Context: an optimization exercise on an open-source flow, tuned for small area. The choices shown serve that exercise and are no tape-out recipe.
Function was not checked in any run shown here: the RTL went through the layout flow alone.
Power and IR drop assume default switching activity.

<file path="design/flow/design.v">
module rgb565_to_ycbcr422
(
    input   wire                    sys_clk         ,
    input   wire                    sys_rst_n       ,
    input   wire    [15:0]          rgb_data        ,
    output  reg     signed  [7:0]   img_out         ,
    output  wire    [1:0]           state           ,
    output  wire                    start_en
);
reg     [1:0]   k       ;
reg             run     ;    
reg     [15:0]  x_q     ;
reg     [7:0]   a_q     ;
wire            sel_y   = ~k[1];
wire            sel_c1  = k[1] & ~k[0];
wire            sel_c2  = k[1] & k[0];
wire    [7:0]   f_top   ;
wire t_0;
wire t_1;
wire t_2;
wire t_3;
wire t_4;
wire t_5;
wire t_6;
wire t_7;
wire t_8;
wire t_9;
wire t_10;
wire t_11;
wire t_12;
wire t_13;
wire t_14;
wire t_15;
wire t_16;
wire t_17;
wire t_18;
wire t_19;
wire t_20;
wire t_21;
wire t_22;
wire t_23;
wire t_24;
wire t_25;
wire t_26;
wire t_27;
wire t_28;
wire t_29;
wire t_30;
wire t_31;
wire t_32;
wire t_33;
wire t_34;
wire t_35;
wire t_36;
wire t_37;
wire t_38;
wire t_39;
wire t_40;
wire t_41;
wire t_42;
wire t_43;
wire t_44;
wire t_45;
wire t_46;
wire t_47;
wire t_48;
wire t_49;
wire t_50;
wire t_51;
wire t_52;
wire t_53;
wire t_54;
wire t_55;
wire t_56;
wire t_57;
wire t_58;
wire t_59;
wire t_60;
wire t_61;
wire t_62;
wire t_63;
wire t_64;
wire t_65;
wire t_66;
wire t_67;
wire t_68;
wire t_69;
wire t_70;
wire t_71;
wire t_72;
wire t_73;
wire t_74;
wire t_75;
wire t_76;
wire t_77;
wire t_78;
wire t_79;
wire t_80;
wire t_81;
wire t_82;
wire t_83;
wire t_84;
wire t_85;
wire t_86;
wire t_87;
wire t_88;
wire t_89;
wire t_90;
wire t_91;
wire t_92;
wire t_93;
wire t_94;
wire t_95;
wire t_96;
wire t_97;
wire t_98;
wire t_99;
wire t_100;
wire t_101;
wire t_102;
wire t_103;
wire t_104;
wire t_105;
wire t_106;
wire t_107;
wire t_108;
wire t_109;
wire t_110;
wire t_111;
wire t_112;
wire t_113;
wire t_114;
wire t_115;
wire t_116;
wire t_117;
wire t_118;
wire t_119;
wire t_120;
wire t_121;
wire t_122;
wire t_123;
wire t_124;
wire t_125;
wire t_126;
wire t_127;
wire t_128;
wire t_129;
wire t_130;
wire t_131;
wire t_132;
wire t_133;
wire t_134;
wire t_135;
wire t_136;
wire t_137;
wire t_138;
wire t_139;
wire t_140;
wire t_141;
wire t_142;
wire t_143;
wire t_144;
wire t_145;
wire t_146;
wire t_147;
wire t_148;
wire t_149;
wire t_150;
wire t_151;
wire t_152;
wire t_153;
wire t_154;
wire t_155;
wire t_156;
wire t_157;
wire t_158;
wire t_159;
wire t_160;
wire t_161;
wire t_162;
wire t_163;
wire t_164;
wire t_165;
wire t_166;
wire t_167;
wire t_168;
wire t_169;
wire t_170;
wire t_171;
wire t_172;
wire t_173;
wire t_174;
wire t_175;
wire t_176;
wire t_177;
wire t_178;
wire t_179;
wire t_180;
wire t_181;
wire t_182;
wire t_183;
wire t_184;
wire t_185;
wire t_186;
wire t_187;
wire t_188;
wire t_189;
wire t_190;
wire t_191;
wire t_192;
wire t_193;
wire t_194;
wire t_195;
wire t_196;
wire t_197;
wire t_198;
wire t_199;
wire t_200;
wire t_201;
wire t_202;
wire t_203;
wire t_204;
wire t_205;
wire t_206;
wire t_207;
wire t_208;
wire t_209;
wire t_210;
wire t_211;
wire t_212;
wire t_213;
wire t_214;
wire t_215;
wire t_216;
wire t_217;
wire t_218;
wire t_219;
wire t_220;
wire t_221;
wire t_222;
wire t_223;
wire t_224;
wire t_225;
wire t_226;
wire t_227;
wire t_228;
wire t_229;
wire t_230;
wire t_231;
wire t_232;
wire t_233;
wire t_234;
wire t_235;
wire t_236;
wire t_237;
wire t_238;
wire t_239;
wire t_240;
wire t_241;
wire t_242;
wire t_243;
wire t_244;
wire t_245;
wire t_246;
wire t_247;
wire t_248;
wire t_249;
wire t_250;
wire t_251;
wire t_252;
wire t_253;
wire t_254;
wire t_255;
wire t_256;
wire t_257;
wire t_258;
wire t_259;
wire t_260;
wire t_261;
wire t_262;
wire t_263;
wire t_264;
wire t_265;
wire t_266;
wire t_267;
wire t_268;
wire t_269;
wire t_270;
wire t_271;
wire t_272;
wire t_273;
wire t_274;
wire t_275;
wire t_276;
wire t_277;
wire t_278;
wire t_279;
wire t_280;
wire t_281;
wire t_282;
wire t_283;
wire t_284;
wire t_285;
wire t_286;
wire t_287;
wire t_288;
wire t_289;
wire t_290;
wire t_291;
wire t_292;
wire t_293;
wire t_294;
wire t_295;
wire t_296;
wire t_297;
wire t_298;
wire t_299;
wire t_300;
assign t_0 = (x_q[11] & (sel_y | sel_c1));
assign t_1 = (x_q[11] ? 1'b0 : (sel_y | sel_c1));
assign t_2 = (x_q[11] ? 1'b0 : (sel_y));
assign t_3 = (x_q[11] & (sel_y));
assign t_4 = (x_q[11] ? 1'b0 : (sel_y | sel_c1));
assign t_5 = (x_q[11] & (sel_y | sel_c2));
assign t_6 = (x_q[12] & (sel_y | sel_c1));
assign t_7 = (x_q[12] ? 1'b0 : (sel_y | sel_c1));
assign t_8 = (x_q[12] ? 1'b0 : (sel_y));
assign t_9 = (x_q[12] & (sel_y));
assign t_10 = (x_q[12] ? 1'b0 : (sel_y | sel_c1));
assign t_11 = (x_q[12] & (sel_y | sel_c2));
assign t_12 = (x_q[13] & (sel_y | sel_c1));
assign t_13 = (x_q[13] ? 1'b0 : (sel_y | sel_c1));
assign t_14 = (x_q[13] ? 1'b0 : (sel_y));
assign t_15 = (x_q[13] & (sel_y));
assign t_16 = (x_q[13] ? 1'b0 : (sel_y | sel_c1));
assign t_17 = (x_q[13] & (sel_y | sel_c2));
assign t_18 = (x_q[14] & (sel_y | sel_c1));
assign t_19 = (x_q[14] ? (sel_c1) : (sel_y));
assign t_20 = (x_q[14] & (sel_y | sel_c1));
assign t_21 = (x_q[14] ? 1'b0 : (sel_y | sel_c1));
assign t_22 = (x_q[14] & (sel_y | sel_c2));
assign t_23 = (x_q[15] & (sel_y | sel_c1));
assign t_24 = (x_q[15] ? (sel_c1) : (sel_y));
assign t_25 = (x_q[15] & (sel_y | sel_c1));
assign t_26 = (x_q[15] ? 1'b0 : (sel_y | sel_c1));
assign t_27 = (x_q[15] & (sel_y | sel_c2));
assign t_28 = (x_q[5] & (sel_c1 | sel_c2));
assign t_29 = (x_q[5] ? 1'b0 : (sel_y | sel_c1));
assign t_30 = (x_q[5] ? (sel_c1) : (sel_c2));
assign t_31 = (x_q[5] ? (sel_c1) : (sel_y | sel_c2));
assign t_32 = (x_q[5] & (sel_c1));
assign t_33 = (x_q[5] & (sel_y));
assign t_34 = (x_q[5] ? (sel_y) : (sel_c1 | sel_c2));
assign t_35 = (x_q[6] & (sel_c1 | sel_c2));
assign t_36 = (x_q[6] ? 1'b0 : (sel_y | sel_c1));
assign t_37 = (x_q[6] ? (sel_c1) : (sel_c2));
assign t_38 = (x_q[6] ? (sel_c1) : (sel_y | sel_c2));
assign t_39 = (x_q[6] & (sel_c1));
assign t_40 = (x_q[6] & (sel_y));
assign t_41 = (x_q[6] ? (sel_y) : (sel_c1 | sel_c2));
assign t_42 = (x_q[7] ? (sel_c1) : (sel_c2));
assign t_43 = (x_q[7] ? (sel_c1) : (sel_y | sel_c2));
assign t_44 = (x_q[7] ? (sel_c1) : (sel_y | sel_c2));
assign t_45 = (x_q[7] ? (sel_y) : (sel_c1 | sel_c2));
assign t_46 = (x_q[8] ? (sel_c1) : (sel_c2));
assign t_47 = (x_q[8] ? (sel_c1) : (sel_y | sel_c2));
assign t_48 = (x_q[8] ? (sel_c1) : (sel_y | sel_c2));
assign t_49 = (x_q[8] ? (sel_y) : (sel_c1 | sel_c2));
assign t_50 = (x_q[9] ? (sel_c1) : (sel_c2));
assign t_51 = (x_q[9] ? (sel_c1) : (sel_y | sel_c2));
assign t_52 = (x_q[9] ? (sel_c1) : (sel_y | sel_c2));
assign t_53 = (x_q[9] ? (sel_y) : (sel_c1 | sel_c2));
assign t_54 = (x_q[10] ? (sel_c1) : (sel_c2));
assign t_55 = (x_q[10] ? (sel_c1) : (sel_y | sel_c2));
assign t_56 = (x_q[10] ? (sel_c1) : (sel_y | sel_c2));
assign t_57 = (x_q[10] ? (sel_y) : (sel_c1 | sel_c2));
assign t_58 = (x_q[0] ? (sel_y) : (sel_c2));
assign t_59 = (x_q[0] & (sel_y | sel_c2));
assign t_60 = (x_q[0] ? 1'b0 : (sel_c2));
assign t_61 = (x_q[0] ? 1'b0 : (sel_c1 | sel_c2));
assign t_62 = (x_q[0] & (sel_y | sel_c1));
assign t_63 = (x_q[0] & (sel_c1));
assign t_64 = (x_q[1] ? (sel_y) : (sel_c2));
assign t_65 = (x_q[1] & (sel_y | sel_c2));
assign t_66 = (x_q[1] ? 1'b0 : (sel_c2));
assign t_67 = (x_q[1] ? 1'b0 : (sel_c1 | sel_c2));
assign t_68 = (x_q[1] & (sel_y | sel_c1));
assign t_69 = (x_q[1] & (sel_c1));
assign t_70 = (x_q[2] ? (sel_y) : (sel_c2));
assign t_71 = (x_q[2] & (sel_y | sel_c2));
assign t_72 = (x_q[2] ? 1'b0 : (sel_c2));
assign t_73 = (x_q[2] ? 1'b0 : (sel_c1 | sel_c2));
assign t_74 = (x_q[2] & (sel_y | sel_c1));
assign t_75 = (x_q[2] & (sel_c1));
assign t_76 = (x_q[3] ? (sel_y) : (sel_c2));
assign t_77 = (x_q[3] ? 1'b0 : (sel_y | sel_c2));
assign t_78 = (x_q[3] ? 1'b0 : (sel_c2));
assign t_79 = (x_q[3] & (sel_y));
assign t_80 = (x_q[3] & (sel_c1));
assign t_81 = (x_q[4] ? (sel_y) : (sel_c2));
assign t_82 = (x_q[4] ? 1'b0 : (sel_y | sel_c2));
assign t_83 = (x_q[4] ? 1'b0 : (sel_c2));
assign t_84 = (x_q[4] & (sel_y));
assign t_85 = (x_q[4] & (sel_c1));
assign t_86 = (sel_c2);
assign t_87 = (sel_y | sel_c1);
assign t_88 = (sel_y | sel_c1);
assign t_89 = (sel_c1);
assign t_90 = (sel_y | sel_c1);
assign t_91 = (sel_c2);
assign t_92 = (sel_c1 | sel_c2);
assign t_93 = (sel_y | sel_c2);
assign t_94 = (sel_y);
assign t_95 = (sel_y | sel_c2);
assign t_96 = (sel_c1 | sel_c2);
csa_fa u_t_97 (.a(t_86), .b(t_0), .c(t_28), .s(t_97), .co(t_98));
csa_fa u_t_99 (.a(t_87), .b(t_6), .c(t_29), .s(t_99), .co(t_100));
csa_fa u_t_101 (.a(t_35), .b(t_64), .c(t_98), .s(t_101), .co(t_102));
csa_fa u_t_103 (.a(t_88), .b(t_1), .c(t_12), .s(t_103), .co(t_104));
csa_fa u_t_105 (.a(t_36), .b(t_59), .c(t_70), .s(t_105), .co(t_106));
csa_fa u_t_107 (.a(t_100), .b(t_103), .c(t_105), .s(t_107), .co(t_108));
csa_fa u_t_109 (.a(t_89), .b(t_2), .c(t_7), .s(t_109), .co(t_110));
csa_fa u_t_111 (.a(t_30), .b(t_65), .c(t_104), .s(t_111), .co(t_112));
csa_fa u_t_113 (.a(t_106), .b(t_109), .c(t_108), .s(t_113), .co(t_114));
csa_fa u_t_115 (.a(t_90), .b(t_8), .c(t_13), .s(t_115), .co(t_116));
csa_fa u_t_117 (.a(t_31), .b(t_37), .c(t_42), .s(t_117), .co(t_118));
csa_fa u_t_119 (.a(t_71), .b(t_110), .c(t_115), .s(t_119), .co(t_120));
csa_fa u_t_121 (.a(t_117), .b(t_112), .c(t_119), .s(t_121), .co(t_122));
csa_fa u_t_123 (.a(t_91), .b(t_14), .c(t_38), .s(t_123), .co(t_124));
csa_fa u_t_125 (.a(t_43), .b(t_46), .c(t_116), .s(t_125), .co(t_126));
csa_fa u_t_127 (.a(t_118), .b(t_123), .c(t_120), .s(t_127), .co(t_128));
csa_fa u_t_129 (.a(t_125), .b(t_122), .c(t_127), .s(t_129), .co(t_130));
csa_fa u_t_131 (.a(t_92), .b(t_3), .c(t_18), .s(t_131), .co(t_132));
csa_fa u_t_133 (.a(t_32), .b(t_47), .c(t_50), .s(t_133), .co(t_134));
csa_fa u_t_135 (.a(t_60), .b(t_76), .c(t_124), .s(t_135), .co(t_136));
csa_fa u_t_137 (.a(t_131), .b(t_133), .c(t_126), .s(t_137), .co(t_138));
csa_fa u_t_139 (.a(t_135), .b(t_128), .c(t_137), .s(t_139), .co(t_140));
csa_fa u_t_141 (.a(x_q[11]), .b(t_9), .c(t_23), .s(t_141), .co(t_142));
csa_fa u_t_143 (.a(t_39), .b(t_44), .c(t_51), .s(t_143), .co(t_144));
csa_fa u_t_145 (.a(t_54), .b(t_61), .c(t_66), .s(t_145), .co(t_146));
csa_fa u_t_147 (.a(t_81), .b(t_132), .c(t_134), .s(t_147), .co(t_148));
csa_fa u_t_149 (.a(t_141), .b(t_143), .c(t_145), .s(t_149), .co(t_150));
csa_fa u_t_151 (.a(t_136), .b(t_147), .c(t_149), .s(t_151), .co(t_152));
csa_fa u_t_153 (.a(t_138), .b(t_151), .c(t_140), .s(t_153), .co(t_154));
csa_fa u_t_155 (.a(x_q[12]), .b(t_15), .c(t_19), .s(t_155), .co(t_156));
csa_fa u_t_157 (.a(t_33), .b(t_48), .c(t_55), .s(t_157), .co(t_158));
csa_fa u_t_159 (.a(t_62), .b(t_67), .c(t_72), .s(t_159), .co(t_160));
csa_fa u_t_161 (.a(t_77), .b(t_142), .c(t_144), .s(t_161), .co(t_162));
csa_fa u_t_163 (.a(t_146), .b(t_155), .c(t_157), .s(t_163), .co(t_164));
csa_fa u_t_165 (.a(t_159), .b(t_148), .c(t_150), .s(t_165), .co(t_166));
csa_fa u_t_167 (.a(t_161), .b(t_163), .c(t_152), .s(t_167), .co(t_168));
csa_fa u_t_169 (.a(t_165), .b(t_167), .c(t_154), .s(t_169), .co(t_170));
csa_fa u_t_171 (.a(x_q[13]), .b(x_q[7]), .c(t_93), .s(t_171), .co(t_172));
csa_fa u_t_173 (.a(t_4), .b(t_24), .c(t_34), .s(t_173), .co(t_174));
csa_fa u_t_175 (.a(t_40), .b(t_52), .c(t_68), .s(t_175), .co(t_176));
csa_fa u_t_177 (.a(t_73), .b(t_82), .c(t_171), .s(t_177), .co(t_178));
csa_fa u_t_179 (.a(t_156), .b(t_158), .c(t_160), .s(t_179), .co(t_180));
csa_fa u_t_181 (.a(t_173), .b(t_175), .c(t_162), .s(t_181), .co(t_182));
csa_fa u_t_183 (.a(t_177), .b(t_164), .c(t_179), .s(t_183), .co(t_184));
csa_fa u_t_185 (.a(t_166), .b(t_181), .c(t_183), .s(t_185), .co(t_186));
csa_fa u_t_187 (.a(t_168), .b(t_185), .c(t_170), .s(t_187), .co(t_188));
csa_fa u_t_189 (.a(x_q[8]), .b(t_5), .c(t_10), .s(t_189), .co(t_190));
csa_fa u_t_191 (.a(t_20), .b(t_41), .c(t_56), .s(t_191), .co(t_192));
csa_fa u_t_193 (.a(t_63), .b(t_74), .c(t_78), .s(t_193), .co(t_194));
csa_fa u_t_195 (.a(t_172), .b(t_174), .c(t_176), .s(t_195), .co(t_196));
csa_fa u_t_197 (.a(t_189), .b(t_191), .c(t_193), .s(t_197), .co(t_198));
csa_fa u_t_199 (.a(t_178), .b(t_180), .c(t_195), .s(t_199), .co(t_200));
csa_fa u_t_201 (.a(t_197), .b(t_182), .c(t_184), .s(t_201), .co(t_202));
csa_fa u_t_203 (.a(t_199), .b(t_186), .c(t_201), .s(t_203), .co(t_204));
csa_fa u_t_205 (.a(x_q[9]), .b(t_11), .c(t_16), .s(t_205), .co(t_206));
csa_fa u_t_207 (.a(t_25), .b(t_45), .c(t_69), .s(t_207), .co(t_208));
csa_fa u_t_209 (.a(t_79), .b(t_83), .c(t_190), .s(t_209), .co(t_210));
csa_fa u_t_211 (.a(t_192), .b(t_194), .c(t_205), .s(t_211), .co(t_212));
csa_fa u_t_213 (.a(t_207), .b(t_196), .c(t_198), .s(t_213), .co(t_214));
csa_fa u_t_215 (.a(t_209), .b(t_211), .c(t_200), .s(t_215), .co(t_216));
csa_fa u_t_217 (.a(t_213), .b(t_202), .c(t_215), .s(t_217), .co(t_218));
csa_fa u_t_219 (.a(x_q[10]), .b(t_94), .c(t_17), .s(t_219), .co(t_220));
csa_fa u_t_221 (.a(t_21), .b(t_49), .c(t_75), .s(t_221), .co(t_222));
csa_fa u_t_223 (.a(t_84), .b(t_206), .c(t_208), .s(t_223), .co(t_224));
csa_fa u_t_225 (.a(t_219), .b(t_221), .c(t_210), .s(t_225), .co(t_226));
csa_fa u_t_227 (.a(t_212), .b(t_223), .c(t_214), .s(t_227), .co(t_228));
csa_fa u_t_229 (.a(t_225), .b(t_216), .c(t_227), .s(t_229), .co(t_230));
csa_fa u_t_231 (.a(t_95), .b(t_22), .c(t_26), .s(t_231), .co(t_232));
csa_fa u_t_233 (.a(t_53), .b(t_80), .c(t_220), .s(t_233), .co(t_234));
csa_fa u_t_235 (.a(t_222), .b(t_231), .c(t_224), .s(t_235), .co(t_236));
csa_fa u_t_237 (.a(t_233), .b(t_226), .c(t_235), .s(t_237), .co(t_238));
csa_fa u_t_239 (.a(t_228), .b(t_237), .c(t_230), .s(t_239), .co(t_240));
csa_fa u_t_241 (.a(t_96), .b(t_27), .c(t_57), .s(t_241), .co(t_242));
csa_fa u_t_243 (.a(t_85), .b(t_232), .c(t_241), .s(t_243), .co(t_244));
csa_fa u_t_245 (.a(t_234), .b(t_243), .c(t_236), .s(t_245), .co(t_246));
csa_fa u_t_247 (.a(t_238), .b(t_245), .c(t_240), .s(t_247), .co(t_248));
assign t_249 = t_242 ^ t_244 ^ t_246;
csa_ha u_t_250 (.a(t_58), .b(t_97), .s(t_250), .co(t_251));
csa_ha u_t_252 (.a(t_99), .b(t_101), .s(t_252), .co(t_253));
csa_ha u_t_254 (.a(t_102), .b(t_107), .s(t_254), .co(t_255));
csa_ha u_t_256 (.a(t_111), .b(t_113), .s(t_256), .co(t_257));
csa_ha u_t_258 (.a(t_114), .b(t_121), .s(t_258), .co(t_259));
csa_ha u_t_260 (.a(t_130), .b(t_139), .s(t_260), .co(t_261));
csa_ha u_t_262 (.a(t_203), .b(t_188), .s(t_262), .co(t_263));
csa_ha u_t_264 (.a(t_204), .b(t_217), .s(t_264), .co(t_265));
csa_ha u_t_266 (.a(t_218), .b(t_229), .s(t_266), .co(t_267));
csa_ha u_t_268 (.a(t_249), .b(t_248), .s(t_268), .co(t_269));
assign t_270 = t_253 | (t_252 & t_251);
assign t_271 = t_255 | (t_254 & t_270);
assign t_272 = t_257 | (t_256 & t_271);
assign t_273 = t_259 | (t_258 & t_272);
assign t_274 = t_129 & t_273;
assign t_275 = t_261 | (t_260 & t_274);
assign t_276 = t_153 & t_275;
assign t_277 = t_169 & t_276;
assign t_278 = t_262 & t_187;
assign t_279 = t_267 | (t_266 & t_265);
assign t_280 = t_266 & t_264;
assign t_281 = t_247 & t_239;
assign t_282 = t_187 & t_277;
assign t_283 = t_263 | (t_278 & t_277);
assign t_284 = t_239 & t_279;
assign t_285 = t_239 & t_280;
assign t_286 = t_281 & t_279;
assign t_287 = t_281 & t_280;
assign t_288 = t_265 | (t_264 & t_283);
assign t_289 = t_279 | (t_280 & t_283);
assign t_290 = t_284 | (t_285 & t_283);
assign t_291 = t_286 | (t_287 & t_283);
assign t_292 = t_269 | (t_268 & t_291);
assign t_293 = t_169 ^ t_276;
assign t_294 = t_187 ^ t_277;
assign t_295 = t_262 ^ t_282;
assign t_296 = t_264 ^ t_283;
assign t_297 = t_266 ^ t_288;
assign t_298 = t_239 ^ t_289;
assign t_299 = t_247 ^ t_290;
assign t_300 = t_268 ^ t_291;
assign f_top = {t_300, t_299, t_298, t_297, t_296, t_295, t_294, t_293};
always @(posedge sys_clk) begin
    if (k != 2'd2)
        x_q <= rgb_data;
    a_q <= f_top;
end
always @(posedge sys_clk or negedge sys_rst_n)
    if (!sys_rst_n) begin
        k   <= 2'd0;
        run <= 1'b0;
    end else begin
        k   <= k + 2'd1;
        run <= run | (k == 2'd2);
    end
always @(posedge sys_clk or negedge sys_rst_n)
    if (!sys_rst_n)
        img_out <= 8'd0;
    else
        img_out <= a_q & {8{run | (k == 2'd2)}};
assign start_en = run;
assign state    = {run & (k[1] ^ k[0]), run & ~k[0]};
endmodule
module csa_fa (input wire a, input wire b, input wire c, output wire s, output wire co);
assign s  = a ^ b ^ c;
assign co = (a & b) | (a & c) | (b & c);
endmodule
module csa_ha (input wire a, input wire b, output wire s, output wire co);
assign s  = a ^ b;
assign co = a & b;
endmodule
</file>
<file path="design/flow/flow/run.sh">
#!/bin/bash
# Standard layout, but the port buffers are the smallest buffer cell.
set -euo pipefail
export BUFFER_PORTS_ARGS="-buffer_cell sky130_fd_sc_hd__buf_1"
bash standard.sh > standard_flow.log 2>&1
</file>
<file path="design/flow/standard.sh">
#!/bin/bash
# synth_recipe.tcl (not shown) runs the flow's synth.tcl, then flattens the netlist and writes it again
# the make line also repeats each setting of config.mk as NAME=value (left out here)
make -C /OpenROAD-flow-scripts/flow DESIGN_CONFIG=/design/flow/config.mk WORK_HOME=/design/flow/orfs CLKGATE_MAP_FILE= SYNTH_SCRIPT=/design/flow/synth_recipe.tcl "${@:-finish}"
</file>
<file path="design/flow/config.mk">
export PLATFORM = sky130hd
export DESIGN_NAME = rgb565_to_ycbcr422
export DESIGN_NICKNAME = rgb565_to_ycbcr422
export VERILOG_FILES = /design/flow/design.v
export SDC_FILE = /design/flow/constraint.sdc
export NUM_CORES = 4
export LEC_CHECK = 0
export CAP_MARGIN = 20
export CORE_MARGIN = 2
export CORE_UTILIZATION = 40
export SLEW_MARGIN = 20
export SYNTH_HIERARCHICAL = 1
</file>
<file path="design/flow/constraint.sdc">
create_clock -name core_clock -period 5.0 [get_ports {sys_clk}]
set_input_delay 1.0000 -clock core_clock [delete_from_list [all_inputs] [get_ports {sys_clk}]]
set_output_delay 1.0000 -clock core_clock [all_outputs]
set_load 0.01 [all_outputs]
</file>
==> impl_results.md, run 1 <==
* Die X at 96.55 um
* Final Cycle Share at 0.9640
* Final setup viols at 0
* Netlist Area Pre-Place at 3426 sq um
* Pint at 0.0009277 W
* Crit path max fanout at 5
* Top cells by area, synth: fa_1, edfxtp_1, dfrtp_1
* Final layout net count at 422
* Vias in the first global route at 2,192
* Reg2reg path depth at 16
* Post-DP HPWL at ~5.8 mm
* Part of the power in registers at 0.253
* Min-Delay Path Class: reg2reg
* Starting DRC count in detailed routing at 149
* Leakage at 1.638 nW
* CTS Hold Bufs at 0
* Normalized max-slew margin at 0.6168
* WL final at 6.902 mm
* Clock-pin slew on the worst setup and hold paths at 0.08 ns
* Mapped Avg Cell Area at 12.78 sq um
* Setup repair bufs after CTS at 0
* Share of cells above drive strength 1 at 0.1306
* DR DRC count at 0
* Peak VDD IR at approximately 310 uV
* Top cell by count, worst path: fa_1
* Critical hold path startpoint: a_q[5]$_DFF_P_
* Switching power at about 0.00057 W
* Largest area contributor in the netlist: fa_1
* Global Route Usage Sum at 0.1695
* PD cells at 376.9 nW/um^2
* Arrival time at the worst endpoint at 5.04 ns
* Io pins at 29
* Hold Worst Slack at ~0.44 ns
* Largest net degree at the start of global routing at 20
* Outcome: complete, no violations
* Critical Path Sink Type: flip-flop
* Clock share of power at 0.172
* Clock skew at 0.006786 ns
* Initial antenna violation count at 0
* Sw Ratio at 0.3796
* Hold endpoint: img_out[5]$_DFF_PN0_
* Grt ovf at 0
* Worst EP required at 5.22 ns
* Post-synth top area share at 0.4441
* R2r setup slk at 0.18 ns
* WP buf/inv at 2
* Clock Path Buffers at 2
* Cell count after synthesis at approximately 270
* Synth unique cells at 28
* Clock Sinks at 35
* Final hold violations at 0
* Kind of critical path: reg2reg
* Number of max-cap violations at 0
* DR WL/cell at around 16 um
* Worst-margin pin slew at between 0.5 and 0.6 ns
* Routability cong. at 0.8831
* Die H at 96.55 um
* TritonCTS Buffers at 5
* Worst r2r src: k[0]$_DFF_PN0_
* Yosys reg bits at 35
* Combinational share of power at 0.574
* Htree depth at 2
* CP peak stage delay at around 0.53 ns
* Rows at 33
* PortBufs at 28
* Clock Latency Late Sink at 0.29 ns
* Final Slew Violations at 0
* Drt first pass iters at 4
* Drt via density at 5.021
* Layout Area Growth over Synthesis at 15.81%
* Core box area at 8258 sq um
* Reg-to-reg endpoint: a_q[7]$_DFF_P_
* Starting density of the core at 0.4148
* ANT nets after route at 0
* CP startpoint kind: flip-flop
* Ant. Diodes at 0
* Seq/Total Area, Yosys at 0.2673
* Routed vias at roughly 2,100
* Die ar. at 9321 sq um
* Slowest CP cell: fa_1
* Global-route wire length before repair at 11.23 mm
* Yosys warning count at 7
* Placed Area at 3766 sq um
* Hold depth at 1
* Fmax at 207.5 MHz
* CTS tree: done
* Crit path max-delay family: adder cells
* Post-route minimum period at 4.820 ns
* CTS Root Cell: clkbuf_8
* CP cell instances: inv_1 -> ha_4 -> nor2_2 -> inv_2 -> nor2_1 -> a21oi_1 -> fa_1 -> fa_1 -> fa_1 -> fa_1 -> fa_1 -> fa_1 -> fa_1 -> nand2_1 -> a2111oi_4 -> xor2_1
* Cell area after layout at 3968 sq um
* Syn Nets at 377
[Yosys stat by module (local to each module, per instance)]
module | copies in the design | cell area [sq um] | cells | flops+latches
rgb565_to_ycbcr422 | 1 | 1779 | 182 | 35
csa_fa | 76 | 20.02 | 1 | 0
csa_ha | 10 | 12.51 | 1 | 0
[synthesized netlist by cell type, drive strengths merged]
master	n
and2	9
nor2b	29
a2111oi	2
a211oi	1
nand3	2
dfrtp	11
xor2	3
a21o	4
edfxtp	16
nor2	34
nor3	2
o311a	1
dfxtp	8
o21bai	2
o22ai	1
o21ai	4
a21oi	10
fa	76
ha	15
clkbuf	5
xnor2	10
nand2	5
buf	4
or2	2
nand2b	1
inv	11
[per-layer routing]
| metal | up-vias | track usage | wire (um) |
|---|---|---|---|
| met3 | 9 | 0.03413 | 364 |
| met4 | 0 | 0.05282 | 80 |
| met5 | - | 0 | 0 |
| li1 | 946 | - | - |
| met2 | 52 | 0.2726 | 3531 |
| met1 | 1097 | 0.2340 | 2925 |
[cell families after synthesis]
group / Yosys count / share of synthesized area
compound gates: 25 / 0.04931
fa+ha+maj: 91 / 0.4989
xor+xnor: 13 / 0.03324
flops: 35 / 0.2673
buf+inv: 20 / 0.02338
simple gates: 84 / 0.1278
[metrics by stage]
stage | setup slack, ns | utilization | instances | total power, W | TNS, ns
floorplan | 0.01744 | - | 268 | 0.001012 | 0
global placement | 0.09308 | 0.4561 | 411 | 0.001154 | 0
detailed placement | 0.02845 | 0.4561 | 411 | 0.001164 | 0
CTS | 0.004329 | 0.4697 | 419 | 0.001434 | 0
global route | -0.06021 | 0.4805 | 419 | 0.001651 | -0.06021
finish | 0.1802 | 0.4805 | 419 | 0.001495 | 0
[placed cells by master, fill, tap and decap left out, drive strengths merged]
cell type   n
and2        9
or2         2
bufinv      1
clkbuf      5
inv        11
o22ai       1
nand2       5
nand3       2
ha         15
nor3        2
xor2        3
buf        47
a211oi      1
clkinv      2
fa         76
nor2       34
o311a       1
nor2b      29
xnor2      10
a2111oi     2
o21ai       4
edfxtp     16
a21oi      10
a21o        4
nand2b      1
dfrtp      11
dfxtp       8
o21bai      2
[worst max-delay path by stage]
stage,start,endpoint,slack [ns],cells after the start
2_1_floorplan,k[0]$_DFF_PN0_,a_q[7]$_DFF_P_,0.02,15
3_3_place_gp,k[1]$_DFF_PN0_,a_q[7]$_DFF_P_,0.09,14
3_5_place_dp,k[0]$_DFF_PN0_,a_q[7]$_DFF_P_,0.03,14
4_1_cts,k[0]$_DFF_PN0_,a_q[7]$_DFF_P_,0.004,14
5_1_grt,k[0]$_DFF_PN0_,a_q[7]$_DFF_P_,-0.06,16
6_report,k[0]$_DFF_PN0_,a_q[7]$_DFF_P_,0.18,16
[registers in the layout (all words and copies together), names as in the netlist]
name     cells
a_q          8
run          1
k            2
x_q         16
img_out      8
[repair_timing]
action | in CTS | in global routing
endpoints found under the hold margin | 0 | 0
setup endpoints to repair | 0 | 5
resized for setup | 0 | 13
[area by class of cell]
| class | count | area, sq um |
|---|---|---|
| fill | 758 | 4290 |
| timing repair buffer | 47 | 251.5 |
| clock inverter | 3 | 43.79 |
| tap | 105 | 131.4 |
| multi-input combinational | 213 | 2515 |
| clock buffer | 5 | 68.82 |
| sequential | 35 | 915.9 |
| inverter | 11 | 41.29 |
[power by group through the flow]
stage	Clock (W)	Sequential [W]	Combinational [W]
after floorplan	0	0.000377	0.000635
after global placement	0	0.000385	0.000770
after detailed placement	0	0.000385	0.000780
after CTS	0.000267	0.000378	0.000788
after global routing	0.000277	0.000383	0.000991
final	0.000258	0.000379	0.000859
==> run 2, diff against run 1 <==
--- a/design/flow/config.mk
+++ b/design/flow/config.mk
@@ -8,5 +8,6 @@
 export CAP_MARGIN = 20
 export CORE_MARGIN = 2
 export CORE_UTILIZATION = 40
+export GPL_TIMING_DRIVEN = 0
 export SLEW_MARGIN = 20
 export SYNTH_HIERARCHICAL = 1
==> run 2 against run 1 <==
Effect of this change:
- die area stayed put
- non-clock buffer count is 4 lower
- final cell count is 0.95% lower
- combinational power is about 10% higher
- critical path depth stayed put
- critical endpoint is now a_q[6]$_DFF_P_
- clock skew is 0.0011 ns higher
- flip-flop and latch count stayed put
- utilization is 1.1 points higher
- clock-buffer cell count is 1 higher
- synthesized area stayed put
- via count is 1.7% lower
==> impl_results.md, run 2 <==
* Ant. Diodes at 0
* Ys async rst share at 0.3143
* Seq/Total Area, Yosys at 0.2673
* Clock Latency Late Sink at 0.29 ns
* Final hold violations at 0
* Reg with most FFs: x_q
* Netlist Area Pre-Place at 3426 sq um
* Post-route minimum period at ~4.8 ns
* PD cells at roughly 380 nW/um^2
* DR WL/cell at 16.62 um
* Number of max-cap violations at 0
* Min-Delay Path Class: reg2reg
* DP Worst Slack at -0.6099 ns
* DR DRC count at 0
* Htree depth at 2
* Final layout net count at 418
* Synth unique cells at 28
* Clock-pin slew on the worst setup and hold paths at 0.08 ns
* Reg-to-reg endpoint: a_q[6]$_DFF_P_
* Fmax at slightly above 200 MHz
* Routability cong. at 0.8676
* Yosys warning count at 7
* Worst EP required at 5.23 ns
* Hold endpoint: img_out[1]$_DFF_PN0_
* Post-synth top area share at 0.4441
* Clock Sinks at 35
* Drt via density at 4.983
* Die X at 96.55 um
* Initial antenna violation count at 0
* Grt ovf at 0
* Outcome: complete, no violations
* Syn Nets at 377
* Post-synth EDFFs at 16
* Clock skew at 0.007915 ns
* Worst-margin pin slew at 0.5595 ns
* Die H at between 90 and 100 um
* Clock Path Buffers at 2
* Routed vias at 2,068
* Cell count after synthesis at 268
* Die ar. at roughly 9300 sq um
* Peak VDD IR at 325.6 uV
* Share of cells above drive strength 1 at 0.1613
* Reg2reg path depth at 16
* Crit path max fanout at 10
* Normalized max-slew margin at 0.6270
* Post-synth top cells: fa_1, nor2_1, nor2b_1
* CTS Root Cell: clkbuf_8
* Drt first pass iters at 4
* Yosys reg bits at 35
* CP startpoint kind: flip-flop
* Kind of critical path: reg2reg
* Final Slew Violations at 0
* Top flop regs: x_q x16, a_q x8, img_out x8
* Final Cycle Share at 0.9639
* Most frequent cells in the layout: fa_1, nor2b_1, nor2_1, buf_1, edfxtp_1
* Starting density of the core at 0.4148
* Starting DRC count in detailed routing at 94
* PortBufs at 28
* Top FF cell, synth: edfxtp_1
* ANT nets after route at 0
* Global-route wire length before repair at 11.25 mm
* Post-DP HPWL at 5.647 mm
* CTS Hold Bufs at 0
* Rows at 33
* Worst r2r src: k[0]$_DFF_PN0_
* WL final at slightly below 7 mm
* Mapped Avg Cell Area at approximately 13 sq um
* Vias in the first global route at roughly 2,300
* Final setup viols at 0
* Design Power at 0.001561 W
* TritonCTS Buffers at 5
* CTS tree: done
* Arrival time at the worst endpoint at slightly above 5 ns
* Largest area contributor in the netlist: fa_1
* Largest net degree at the start of global routing at 18
* Critical Path Sink Type: flip-flop
* Critical hold path startpoint: a_q[1]$_DFF_P_
* Most common cell in the netlist: fa_1
* Hold depth at 1
* Io pins at 29
* Commonest non-fill, non-tap cell in the layout: fa_1
* Layout Area Growth over Synthesis at 18.48%
* Final core utilization at 0.4915
* Leakage at 1.625 nW
* Top cells by area, synth: fa_1, edfxtp_1, dfrtp_1
* Core box area at 8258 sq um
* Largest register FFs at 16
* R2r setup slk at roughly 0.18 ns
* Global Route Usage Sum at 0.1660
* Final worst slack at between 0.15 and 0.2 ns
[run 2: logic make-up (layout without fill, tap and decap cells)]
kind of cell	count (synthesis)	count (layout)	synth area share
adders and majority gates	91	91	0.4989
and+or+nand+nor	84	84	0.1278
DFF	35	35	0.2673
AOI/OAI and AO/OA	25	25	0.04931
buffers and inverters	20	62	0.02338
xor gates and xnor gates	13	13	0.03324
[run 2: layout make-up]
cell class                 count  area (sq um)
buffer                         8         83.83
clock buffer                   6         93.84
clock inverter                 2         13.76
fill                         746          4199
inverter                      11         47.55
multi-input combinational    213          2614
sequential                    35         917.1
tap                          105         131.4
timing repair buffer          35         157.7
[run 2: per-module statistics from Yosys, one instance, submodules excluded]
| module | flops+latches | cell area, sq um |
|---|---|---|
| rgb565_to_ycbcr422 | 35 | 1779 |
| csa_fa | 0 | 20.02 |
| csa_ha | 0 | 12.51 |
[run 2: how the worst max path moves through the flow]
stage                          end  cells past startpoint      startpoint
floorplan           a_q[7]$_DFF_P_                     15  k[0]$_DFF_PN0_
global placement    a_q[7]$_DFF_P_                     15  k[0]$_DFF_PN0_
detailed placement  a_q[7]$_DFF_P_                     15  k[0]$_DFF_PN0_
CTS                 a_q[7]$_DFF_P_                     16  k[0]$_DFF_PN0_
global route        a_q[6]$_DFF_P_                     15  k[0]$_DFF_PN0_
finish              a_q[6]$_DFF_P_                     16  k[0]$_DFF_PN0_
[run 2: through the flow]
stage | instance area [sq um] | hold slack, ns | std cells | setup TNS, ns
finish | 4059 | 0.4400 | 415 | 0
global route | 4059 | 0.4613 | 415 | -0.002251
CTS | 3949 | 0.4443 | 411 | -0.008759
detailed placement | 3662 | 0.4336 | 401 | -2.251
global placement | 3662 | 0.4316 | 401 | -2.291
floorplan | 3426 | 0.4233 | 268 | 0
[run 2: timing repair]
item                       in CTS  in global routing
setup buffers                   2                  5
pin swaps                       1                 10
setup endpoints to repair       6                  5
hold endpoints to repair        0                  0
resized for setup              30                 25
[run 2: where the power goes]
group / total, W / internal [W] / switching [W]
clock network: 0.000236 / 0.000128 / 0.000108
logic: 0.000945 / 0.000463 / 0.000483
registers: 0.000379 / 0.000361 / 0.0000182
total: 0.00156 / 0.000952 / 0.000608
[run 2: layer usage]
metal	vias up	GRT usage	routed length [um]
li1	944	-	-
met2	58	0.2691	3610
met4	0	0.06690	140
met5	-	0	0
met3	10	0.03181	383
met1	1056	0.2212	2763
[run 2: critical path, stage by stage (launching register included)]
cell and delay (ns):
dfrtp_1 0.42, inv_2 0.07, ha_4 0.19, buf_8 0.15, buf_12 0.15, buf_4 0.15
xnor2_1 0.20, fa_1 0.47, fa_1 0.45, fa_1 0.44, fa_2 0.36, fa_1 0.38
fa_2 0.36, ha_4 0.30, nand3_4 0.10, a2111oi_4 0.37, xor2_1 0.17
==> run 3, diff against run 2 <==
--- a/design/flow/config.mk
+++ b/design/flow/config.mk
@@ -7,7 +7,7 @@
 export LEC_CHECK = 0
 export CAP_MARGIN = 20
 export CORE_MARGIN = 2
-export CORE_UTILIZATION = 40
+export CORE_UTILIZATION = 65
 export GPL_TIMING_DRIVEN = 0
 export SLEW_MARGIN = 20
 export SYNTH_HIERARCHICAL = 1
==> run 3 against run 2 <==
Effect of this change:
- maximum frequency down 0.54%
- via count up 4.4%
- register-to-register slack worse by 0.03 ns
- clock skew down 0.0019 ns
- global-route usage up 11 points
- sequential power about the same
- worst hold slack about the same
- critical path type unchanged
- highest routed layer unchanged
==> impl_results.md, run 3 <==
* Drt via density at 5.654
* Number of max-cap violations at 0
* DR WL/cell at between 15 and 20 um
* Arrival time at the worst endpoint at 5.07 ns
* Rows at 26
* PD cells at 371.9 nW/um^2
* Sw Ratio at 0.3977
* Vias in the first global route at 2,347
* Layout Area Growth over Synthesis at 17.60%
* Clock-pin slew on the worst setup and hold paths at approximately 0.07 ns
* Layout Cells excl Fill at 382
* CTS Hold Bufs at 0
* Io pins at 29
* Combinational share of power at 0.614
* Kind of critical path: reg2reg
* Clock Latency Late Sink at 0.29 ns
* Top cells by area, synth: fa_1, edfxtp_1, dfrtp_1
* Synth unique cells at 28
* Seq/Total Area, Yosys at 0.2673
* TritonCTS Buffers at 5
* Final Slew Violations at 0
* CP startpoint kind: flip-flop
* Share of cells above drive strength 1 at 0.1667
* Part of the power in registers at 0.253
* Post-synth top area share at 0.4441
* Die X at between 70 and 80 um
* Final layout net count at 420
* Fmax at 206.4 MHz
* PortBufs at 28
* Yosys reg bits at 35
* Worst-margin pin slew at 0.6075 ns
* Core box area at 5107 sq um
* Most common cell in the netlist: fa_1
* Grt ovf at 0
* Clock Path Buffers at 2
* WL final at approximately 7.0 mm
* Min-Delay Path Class: reg2reg
* Routability cong. at approximately 0.90
* Final hold violations at 0
* Global-route wire length before repair at 11.91 mm
* Largest area contributor in the netlist: fa_1
* Register Area at 918.4 sq um
* Placed Area at 3618 sq um
* Post-synthesis compound-gate area fraction at 0.04931
* Cell count after synthesis at 268
* Routed vias at 2,160
* Post-synthesis simple-gate area fraction at 0.1278
* Die ar. at 5867 sq um
* Pint at 0.0009025 W
* Final Cycle Share at 0.9692
* Area of the multi-input gates at between 2000 and 3000 sq um
* Peak VDD IR at 546.1 uV
* Commonest non-fill, non-tap cell in the layout: fa_1
* Htree depth at 2
* Crit path max fanout at 11
* Main combinational cell family by area after synthesis: adder cells
* Fraction of the mapped netlist area in adder cells at 0.4989
* Global Route Usage Sum at 0.2727
* Netlist Area Pre-Place at about 3400 sq um
* Design Power at 0.001498 W
* ANT nets after route at 0
* Clock share of power at 0.133
* Outcome: complete, no violations
* DR DRC count at 0
* Post-Synth XOR/XNOR Area at 0.03324
* Most frequent cells in the layout: fa_1, nor2b_1, buf_1, nor2_1, edfxtp_1
* Switching power at 0.0005959 W
* Post-synth top cells: fa_1, nor2_1, nor2b_1
* Hold Worst Slack at 0.4400 ns
* Initial antenna violation count at 0
* Post-synth EDFFs at 16
* Die H at 76.60 um
* Largest net degree at the start of global routing at 18
* Post-DP HPWL at 5.412 mm
* Post-route minimum period at 4.846 ns
* Yosys warning count at 7
* Mapped Avg Cell Area at roughly 13 sq um
* CTS Root Cell: clkbuf_8
* Starting density of the core at 0.6707
* Drt first pass iters at 4
* Clock skew at 0.006017 ns
* Cell area after layout at 4029 sq um
* Largest register FFs at 16
* Final setup viols at 0
* Reg with most FFs: x_q
* Worst EP required at 5.22 ns
* Ys async rst share at 0.3143
* Normalized max-slew margin at 0.5935
* Fill cells at 332
* Top flop regs: x_q x16, a_q x8, img_out x8
* Mux cell area share after synthesis at 0
* Final TNS setup at 0 ns
* CTS tree: done
* Syn Nets at 377
* Leakage at 1.632 nW
* Ant. Diodes at 0
* Critical Path Sink Type: flip-flop
* Top FF cell, synth: edfxtp_1
* Clock Sinks at 35
* Placed cell count at 366
* Starting DRC count in detailed routing at 170
run 3: cell families after synthesis:
logic type | Yosys count
buffers and inverters | 20
AO/OA/AOI/OAI | 25
adder cells (fa/ha/maj) | 91
XOR/XNOR | 13
AND/OR/NAND/NOR | 84
flip-flops | 35
run 3: stage by stage:
step	worst slack, ns	utilization
finish	0.1542	0.7888
global route	-0.002156	0.7888
CTS	0.01823	0.7589
detailed placement	-0.5907	0.7085
global placement	-0.5665	0.7085
floorplan	0.01744	-
run 3: path summary, 6_finish.rpt:
| check | startpoint | endpoint | slack (ns) | cells after the start |
|---|---|---|---|---|
| max in group asynchronous | sys_rst_n | k[1]$_DFF_PN0_ | 3.90 | 1 |
| min in group asynchronous | sys_rst_n | img_out[6]$_DFF_PN0_ | 0.68 | 1 |
| hold / removal | a_q[4]$_DFF_P_ | img_out[4]$_DFF_PN0_ | 0.44 | 1 |
| setup / recovery | k[0]$_DFF_PN0_ | a_q[6]$_DFF_P_ | 0.15 | 16 |
| setup reg to reg | k[0]$_DFF_PN0_ | a_q[6]$_DFF_P_ | 0.15 | 16 |
| hold reg to reg | a_q[4]$_DFF_P_ | img_out[4]$_DFF_PN0_ | 0.44 | 1 |
run 3: final cells by class:
cell class / instances / share of cell area
repair buffers: 36 / 0.04534
clock buffers: 6 / 0.01801
multi-input cells: 213 / 0.6497
well taps: 70 / 0.02174
clock inverters: 2 / 0.002795
plain buffers: 9 / 0.02267
inverters: 11 / 0.01180
flip-flops and latches: 35 / 0.2280
run 3: timing repair:
item	in CTS	in global routing
pin swaps	1	6
setup buffers	4	3
hold endpoints to repair	0	0
gates cloned	0	1
setup endpoints to repair	5	4
gates resized for setup	33	23
run 3: critical path: stages (launching register included):
cell and delay [ns]:
dfrtp_2 0.44, inv_2 0.09, ha_4 0.19, buf_12 0.15, clkbuf_8 0.17, nand2_1 0.07
o21ai_2 0.10, fa_1 0.47, fa_1 0.52, fa_2 0.42, fa_1 0.47, fa_2 0.37
fa_2 0.36, ha_4 0.30, nand3_4 0.10, a2111oi_4 0.37, xor2_1 0.18
run 3: layer usage:
metal | share of wire | wire length [um] | up-vias | track usage
met1 | 0.41 | 2836 | 1113 | 0.3847
li1 | - | - | 946 | -
met4 | 0.022 | 153 | 0 | 0.1000
met5 | 0 | 0 | - | 0
met2 | 0.51 | 3578 | 86 | 0.4336
met3 | 0.060 | 417 | 15 | 0.04858
run 3: Yosys stat by module, one instance, submodules excluded:
module,cell area (sq um),cells inside,times used
rgb565_to_ycbcr422,1779,182,1
csa_ha,12.51,1,10
csa_fa,20.02,1,76
run 3: power groups by stage:
stage	combinational (W)	clock, W	sequential (W)
2_1_floorplan	0.000635	0	0.000377
3_3_place_gp	0.000750	0	0.000384
3_5_place_dp	0.000775	0	0.000384
4_1_cts	0.000781	0.000206	0.000379
5_1_grt	0.00105	0.000218	0.000384
6_report	0.000920	0.000199	0.000380
==> run 4, diff against run 3 <==
--- a/design/flow/design.v
+++ b/design/flow/design.v
@@ -11,9 +11,9 @@
 reg             run     ;    
 reg     [15:0]  x_q     ;
 reg     [7:0]   a_q     ;
-wire            sel_y   = ~k[1];
-wire            sel_c1  = k[1] & ~k[0];
-wire            sel_c2  = k[1] & k[0];
+reg             sel_y   ;
+reg             sel_c1  ;
+reg             sel_c2  ;
 wire    [7:0]   f_top   ;
 wire t_0;
 wire t_1;
@@ -533,17 +533,23 @@
 assign t_300 = t_268 ^ t_291;
 assign f_top = {t_300, t_299, t_298, t_297, t_296, t_295, t_294, t_293};
 always @(posedge sys_clk) begin
-    if (k != 2'd2)
+    if (!sel_c1)
         x_q <= rgb_data;
     a_q <= f_top;
 end
 always @(posedge sys_clk or negedge sys_rst_n)
     if (!sys_rst_n) begin
-        k   <= 2'd0;
-        run <= 1'b0;
+        k      <= 2'd0;
+        run    <= 1'b0;
+        sel_y  <= 1'b1;
+        sel_c1 <= 1'b0;
+        sel_c2 <= 1'b0;
     end else begin
-        k   <= k + 2'd1;
-        run <= run | (k == 2'd2);
+        k      <= k + 2'd1;
+        run    <= run | (k == 2'd2);
+        sel_y  <= k[1] == k[0];
+        sel_c1 <= k == 2'd1;
+        sel_c2 <= k == 2'd2;
     end
 always @(posedge sys_clk or negedge sys_rst_n)
     if (!sys_rst_n)
--- a/design/flow/config.mk
+++ b/design/flow/config.mk
@@ -7,7 +7,6 @@
 export LEC_CHECK = 0
 export CAP_MARGIN = 20
 export CORE_MARGIN = 2
-export CORE_UTILIZATION = 65
-export GPL_TIMING_DRIVEN = 0
+export CORE_UTILIZATION = 40
 export SLEW_MARGIN = 20
 export SYNTH_HIERARCHICAL = 1
==> run 4 against run 3 <==
Effect of this change:
- still clean on timing, DRC and antenna
- wire length rose by 5.3%
- clock power rose by 52%
- final cell count rose by 12%
- critical path type unchanged
==> impl_results.md, run 4 <==
* Routability cong. at between 0.9 and 1
* Seq/Total Area, Yosys at 0.2807
* Crit path max fanout at 9
* Initial antenna violation count at 0
* Worst r2r src: sel_y$_DFF_PN1_
* PD cells at 388.3 nW/um^2
* Grt ovf at 0
* Die ar. at 9605 sq um
* Clock Latency Late Sink at 0.29 ns
* Global-route wire length before repair at 11.90 mm
* Share of cells above drive strength 1 at 0.1630
* Reg2reg path depth at 14
* Cell count after synthesis at 270
* Synth unique cells at 29
* Rows at 34
* CTS Hold Bufs at 0
* Largest net degree at the start of global routing at 17
* Top cells by area, synth: fa_1, edfxtp_1, dfrtp_1
* Yosys warning count at 7
* WL final at 7.356 mm
* Fmax at 207.8 MHz
* Final setup viols at 0
* Netlist Area Pre-Place at 3535 sq um
* Routed vias at roughly 2,100
* Most common cell in the netlist: fa_1
* Clock skew at roughly 0.009 ns
* Commonest non-fill, non-tap cell in the layout: fa_1
* Ys async rst share at 0.3684
* Post-route minimum period at 4.812 ns
* Core box area at 8636 sq um
* Top FF cell, synth: edfxtp_1
* PortBufs at 28
* Hold Worst Slack at 0.4437 ns
* Leakage at 1.693 nW
* Die X at 98.01 um
* Most frequent cells in the layout: fa_1, buf_1, nor2_1, nor2b_1, and2_1
* Post-Synth XOR/XNOR Area at 0.01735
* Clock Sinks at 38
* Reg-to-reg endpoint: a_q[7]$_DFF_P_
* Drt first pass iters at 4
* Final Cycle Share at 0.9624
* Top flop regs: x_q x16, a_q x8, img_out x8
* Post-synthesis compound-gate area fraction at 0.04354
* Normalized max-slew margin at 0.5115
* Post-synth top area share at 0.4304
* Reg with most FFs: x_q
* Vias in the first global route at 2,330
* Layout Cells excl Fill at approximately 430
* Peak VDD IR at roughly 250 uV
* Main combinational cell family by area after synthesis: adder cells
* Kind of critical path: reg2reg
* Final Slew Violations at 0
* DR WL/cell at about 17 um
* Htree depth at 2
* ANT nets after route at 0
* Clock-pin slew on the worst setup and hold paths at 0.09 ns
* Largest register FFs at 16
* R2r setup slk at 0.19 ns
* Io pins at 29
* CP startpoint kind: flip-flop
* Hold endpoint: img_out[4]$_DFF_PN0_
* Placed cell count at 416
* DR DRC count at 0
* Starting density of the core at 0.4093
* Mux cell area share after synthesis at 0.02549
* TritonCTS Buffers at 5
* Final layout net count at 427
* Outcome: complete, no violations
* Arrival time at the worst endpoint at 5.04 ns
* Final hold violations at 0
* Clock Path Buffers at 2
* Fraction of the mapped netlist area in adder cells at 0.4835
* Post-synth EDFFs at 16
* Layout Area Growth over Synthesis at 15.65%
* Global Route Usage Sum at 0.1616
* Syn Nets at 379
* Worst-margin pin slew at about 0.73 ns
* CTS Root Cell: clkbuf_8
* Min-Delay Path Class: reg2reg
* Critical Path Sink Type: flip-flop
* Post-synth top cells: fa_1, nor2_1, nor2b_1
* Mapped Avg Cell Area at between 10 and 15 sq um
* CTS tree: done
* Starting DRC count in detailed routing at ~150
* Worst EP required at 5.23 ns
* Post-synthesis simple-gate area fraction at 0.1281
* Number of max-cap violations at 0
* Hold depth at 1
* Ant. Diodes at 0
* Drt via density at 4.984
* Die H at 98.01 um
* Yosys reg bits at 38
* Final TNS setup at 0 ns
* Critical hold path startpoint: a_q[4]$_DFF_P_
* Post-DP HPWL at 6.088 mm
* Largest area contributor in the netlist: fa_1
## run 4: how the worst max path moves through the flow
stage,to,cells past startpoint,start,slack [ns]
6_report,a_q[7]$_DFF_P_,14,sel_y$_DFF_PN1_,0.19
5_1_grt,a_q[7]$_DFF_P_,15,sel_c1$_DFF_PN0_,-0.05
2_1_floorplan,a_q[6]$_DFF_P_,14,sel_c1$_DFF_PN0_,0.12
3_3_place_gp,a_q[6]$_DFF_P_,13,sel_c1$_DFF_PN0_,0.12
3_5_place_dp,a_q[7]$_DFF_P_,13,sel_c1$_DFF_PN0_,0.09
4_1_cts,a_q[7]$_DFF_P_,14,sel_y$_DFF_PN1_,0.05
## run 4: cells by family (layout without fill, tap and decap cells)
group / after synthesis / after routing
fa+ha+maj: 91 / 91
simple gates: 84 / 84
flops: 38 / 38
compound gates: 23 / 23
buf+inv: 19 / 68
mux: 8 / 8
xor+xnor: 7 / 7
## run 4: modules after synthesis, one instance, submodules excluded
module	flip-flops and latches	copies in the design	cell area [sq um]	cells inside
rgb565_to_ycbcr422	38	1	1888	184
csa_ha	0	10	12.51	1
csa_fa	0	76	20.02	1
## run 4: timing repair
action,in CTS,in global routing
buffers inserted,0,3
hold endpoints to repair,0,0
endpoints found under the setup margin,0,5
gates resized for setup,0,14
## run 4: per-stage QoR
stage	utilization	total power [W]	instance area, sq um	worst slack, ns
floorplan	-	0.001038	3535	0.1219
global placement	0.4480	0.001185	3869	0.1199
detailed placement	0.4480	0.001197	3869	0.09419
CTS	0.4633	0.001510	4001	0.04610
global route	0.4733	0.001746	4088	-0.05136
finish	0.4733	0.001587	4088	0.1879
## run 4: layer usage
metal / GRT usage / routed length [um]
met5: 0 / 0
met4: 0.04915 / 192
met3: 0.02935 / 344
met2: 0.2713 / 3754
met1: 0.2152 / 3064
## run 4: worst max-delay path, cell delays in order (launching register included)
cell and delay (ns):
dfstp_2 0.61, nor2_1 0.09, inv_2 0.15, nor2_1 0.06
a21oi_1 0.27, fa_1 0.49, fa_1 0.42, fa_1 0.39
fa_1 0.46, fa_1 0.39, fa_1 0.40, fa_1 0.54
nand2_1 0.10, a2111oi_4 0.21, xor2_1 0.17
## run 4: final cells by class
cell class                 count  area, sq um
fill                         787         4548
timing repair buffer          47        249.0
tap                          108        135.1
clock inverter                 2        38.79
inverter                      13        48.80
sequential                    38        992.2
multi-input combinational    213         2530
clock buffer                   6        93.84
## run 4: power by group
part	switching, W	internal [W]
Sequential	0.0000205	0.000385
Combinational	0.000469	0.000410
Clock	0.000122	0.000180

-- afterwards: timing with drivers on the ports --
How much do the figures lean on ideal ports? The routed layouts below were timed once more, with nothing changed but the port constraints. Step 1 (the two cells are an assumption about what drives the block):
set clk [get_ports {sys_clk}]
set_driving_cell -lib_cell sky130_fd_sc_hd__clkbuf_16 $clk
set_driving_cell -lib_cell sky130_fd_sc_hd__buf_2 [delete_from_list [all_inputs] $clk]
Step 2 adds t to the input delays and takes it off the output delays; t is the mean of the earliest and latest rising clock arrival at the registers after step 1. Input paths then give back, and output paths get back, about the clock's delay inside the block. Slacks: ideal ports / drivers / drivers and shift; pairs: ideal ports / drivers.
run	shift t [ns]	setup slack, ns	worst register clock-pin slew, ns	cell pins on the clock port's net
run 1	0.322	0.180 / 0.180 / 0.180	0.08 / 0.08	1
run 2	0.318	0.180 / 0.180 / 0.180	0.08 / 0.08	1
run 3	0.317	0.154 / 0.154 / 0.154	0.07 / 0.07	1
run 4	0.321	0.188 / 0.188 / 0.188	0.09 / 0.09	1
After both steps setup and hold are still met in every run listed.
